From an optimization exercise on the open Yosys and OpenROAD flow, aimed at small area and a short achievable clock period; shortcuts taken in it are not production practice.
The clock port is modelled as an ideal driver; clocking choices that lean on that would not hold on a real chip.

==> inputs of job 5433 <==
Design fir_32nd, start of the top module:
module fir_32nd (
    input clk,
    input reset,
    input signed [15:0] data_in,
    output reg signed [15:0] filtered_output
);
  reg [15:0] x0;
  reg [15:0] x1;
  reg [15:0] x2;
  reg [15:0] x3;
  reg [15:0] x4;
  reg [15:0] x5;
  reg [15:0] x6;
  reg [15:0] x7;
  reg [15:0] x8;
  reg [15:0] x9;
  reg [15:0] x10;
  reg [15:0] x11;
  reg [15:0] x12;
  reg [15:0] x13;
  reg [15:0] x14;
  reg [15:0] x15;
  reg [15:0] x16;
  reg [15:0] x17;
  reg [15:0] x18;
  reg [15:0] x19;
  reg [15:0] x20;
  reg [16:0] p5;
  reg [16:0] p6;
  reg [16:0] p7;
  reg [16:0] p8;
  reg [16:0] p9;
  reg [16:0] p10;
  reg [16:0] p11;
  reg [16:0] p12;
  reg [16:0] p13;
  reg [16:0] p14;
  reg [16:0] p15;
  reg [17:0] G6;
  reg [17:0] G7;
  reg [17:0] G8;
  reg [17:0] G14;
  reg [17:0] G15;
  reg [27:0] R0a;
  reg [26:0] R0b;
  reg [30:0] R1a;
  reg [29:0] R1b;
  reg [30:0] R2a;
  reg [30:0] R2b;
  reg [0:0] v1_;
  reg [0:0] v2_;
  wire s0, c0;
  fir_ha us0 (x1[1], x14[3], s0, c0);
  wire s1, c1;
  fir_fa us1 (x1[2], x14[4], x15[11], s1, c1);
  wire s2, c2;
  fir_fa us2 (x1[3], x14[5], x15[12], s2, c2);
  wire s3, c3;
  fir_fa us3 (x1[4], x14[6], x15[13], s3, c3);
  wire s4, c4;
  fir_fa us4 (x1[5], x14[15], x14[7], s4, c4);
  wire s5, c5;
  fir_ha us5 (x1[5], x1[3], s5, c5);
  wire s6, c6;
  fir_fa us6 (x1[6], x1[4], x1[1], s6, c6);
  wire s7, c7;
  fir_fa us7 (x14[0], x15[7], x16[8], s7, c7);
  wire s8, c8;
  fir_fa us8 (x1[7], x1[5], x1[2], s8, c8);
  wire s9, c9;
  fir_fa us9 (x14[1], x15[8], x16[9], s9, c9);
  wire s10, c10;
  fir_ha us10 (x2[8], x14[9], s10, c10);
  wire s11, c11;
  fir_fa us11 (x1[8], x1[6], x1[3], s11, c11);
  wire s12, c12;
  fir_fa us12 (x1[0], x14[2], x15[9], s12, c12);
  wire s13, c13;
  ...
==> flow/config.mk <==
export PLATFORM = sky130hd
export DESIGN_NAME = fir_32nd
export DESIGN_NICKNAME = fir_32nd
export VERILOG_FILES = /design/flow/design.v
export SDC_FILE = /design/flow/constraint.sdc
export NUM_CORES = 4
export LEC_CHECK = 0
export CAP_MARGIN = 20
export CORE_MARGIN = 2
export CORE_UTILIZATION = 45
export CTS_CLUSTER_DIAMETER = 120
export CTS_CLUSTER_SIZE = 40
export SLEW_MARGIN = 20
export SYNTH_HIERARCHICAL = 1
==> flow/constraint.sdc <==
create_clock -name core_clock -period 15.0 [get_ports {clk}]
set_input_delay 3.0000 -clock core_clock [delete_from_list [all_inputs] [get_ports {clk}]]
set_output_delay 3.0000 -clock core_clock [all_outputs]
set_load 0.01 [all_outputs]
standard.sh (not shown) runs the stock make flow with config.mk's settings and CLKGATE_MAP_FILE= SYNTH_SCRIPT=/design/flow/synth_recipe.tcl, a recipe that flattens the netlist after the stock synthesis.
==> flow/flow/run.sh <==
#!/bin/bash
# Own flow: the standard synthesis, then the standard ORFS steps with
# buf_4 port buffers, no delay cells in buffering, a fanout limit that
# turns the reset net into a buffer tree, and a larger setup margin so
# timing repair works on the paths that set the achieved period.
set -e
H=$PWD/flow/hook.tcl
bash standard.sh synth > synth.log 2>&1
bash standard.sh SETUP_SLACK_MARGIN=11 BUFFER_PORTS_ARGS="-buffer_cell sky130_fd_sc_hd__buf_4" \
  PRE_GLOBAL_PLACE_TCL=$H PRE_RESIZE_TCL=$H PRE_CTS_TCL=$H PRE_GLOBAL_ROUTE_TCL=$H finish > layout.log 2>&1
==> flow/flow/hook.tcl <==
# Keep delay cells out of buffering and sizing; split high-fanout nets (the reset net).
set_dont_use [get_lib_cells {sky130_fd_sc_hd__clkdlybuf4s* sky130_fd_sc_hd__dlygate4sd* sky130_fd_sc_hd__dlymetal6s*}]
set_max_fanout 16 [current_design]
==> inputs of job 6186, as changes to job 5433 <==
--- a/flow/flow/run.sh
+++ b/flow/flow/run.sh
@@ -6,5 +6,5 @@
 set -e
 H=$PWD/flow/hook.tcl
 bash standard.sh synth > synth.log 2>&1
-bash standard.sh SETUP_SLACK_MARGIN=11 BUFFER_PORTS_ARGS="-buffer_cell sky130_fd_sc_hd__buf_4" \
+bash standard.sh SETUP_SLACK_MARGIN=12 BUFFER_PORTS_ARGS="-buffer_cell sky130_fd_sc_hd__buf_4" \
   PRE_GLOBAL_PLACE_TCL=$H PRE_RESIZE_TCL=$H PRE_CTS_TCL=$H PRE_GLOBAL_ROUTE_TCL=$H finish > layout.log 2>&1
CTS_CLUSTER_DIAMETER = not set   (was 120)
CTS_CLUSTER_SIZE = not set   (was 40)
==> qor summary <==
                                                                   job 5433            job 6186
Status                                                       finished clean      finished clean
Detailed-route via count                                              22800               25000
Worst-Margin Slew                                                    980 ps              746 ps
Number of instances resized during post-cts repair                      114                 993
Setup crit start                                         filtered_output[0]  filtered_output[3]
Reg-to-reg critical path startpoint                                  x1[13]              x1[10]
Total area of sequential cells                                   0.0189 mm²          0.0192 mm²
Clock transition at the registers of the reported paths               80 ps               60 ps
Wire length on met3                                                 8490 µm             9140 µm
Detailed Route Iter0 Violations                                        1604                1788
Total global routing track utilization                                24.1%               25.7%
Function was not checked in any run of this note: the RTL went through the layout flow alone.

## static timing again, ports no longer ideal
No port has a modelled driver above. Below, the same layouts with a new extraction and two added sets of constraints. Step 1 (the two cells are an assumption about what drives the block):
set clk [get_ports {clk}]
set_driving_cell -lib_cell sky130_fd_sc_hd__clkbuf_16 $clk
set_driving_cell -lib_cell sky130_fd_sc_hd__buf_2 [delete_from_list [all_inputs] $clk]
Step 2 moves the port delays by t, midway between the first and last clock arrival at a register: inputs arrive t later, outputs are due t later. That takes back most of the time a late clock gives input paths. Three values: ideal ports, drivers, drivers and shift; two values: the first two.
run	t (ns)	slack for setup (ns)	worst setup path after step 2	slew at the worst register clock pin (ns)	worst slew at a driven data input, ns
job 5433	0.724	10.770 / 10.704 / 10.477	input, reset recovery	0.09 / 0.09	0.04
job 6186	0.719	10.783 / 10.716 / 10.716	input, reset recovery	0.07 / 0.07	0.04
After both steps setup and hold are still met in every run listed. The setup slack of job 5433, which loses most, moves by -0.066 ns with the drivers and by -0.293 ns with both steps. The worst setup slack also covers recovery checks on asynchronous resets.
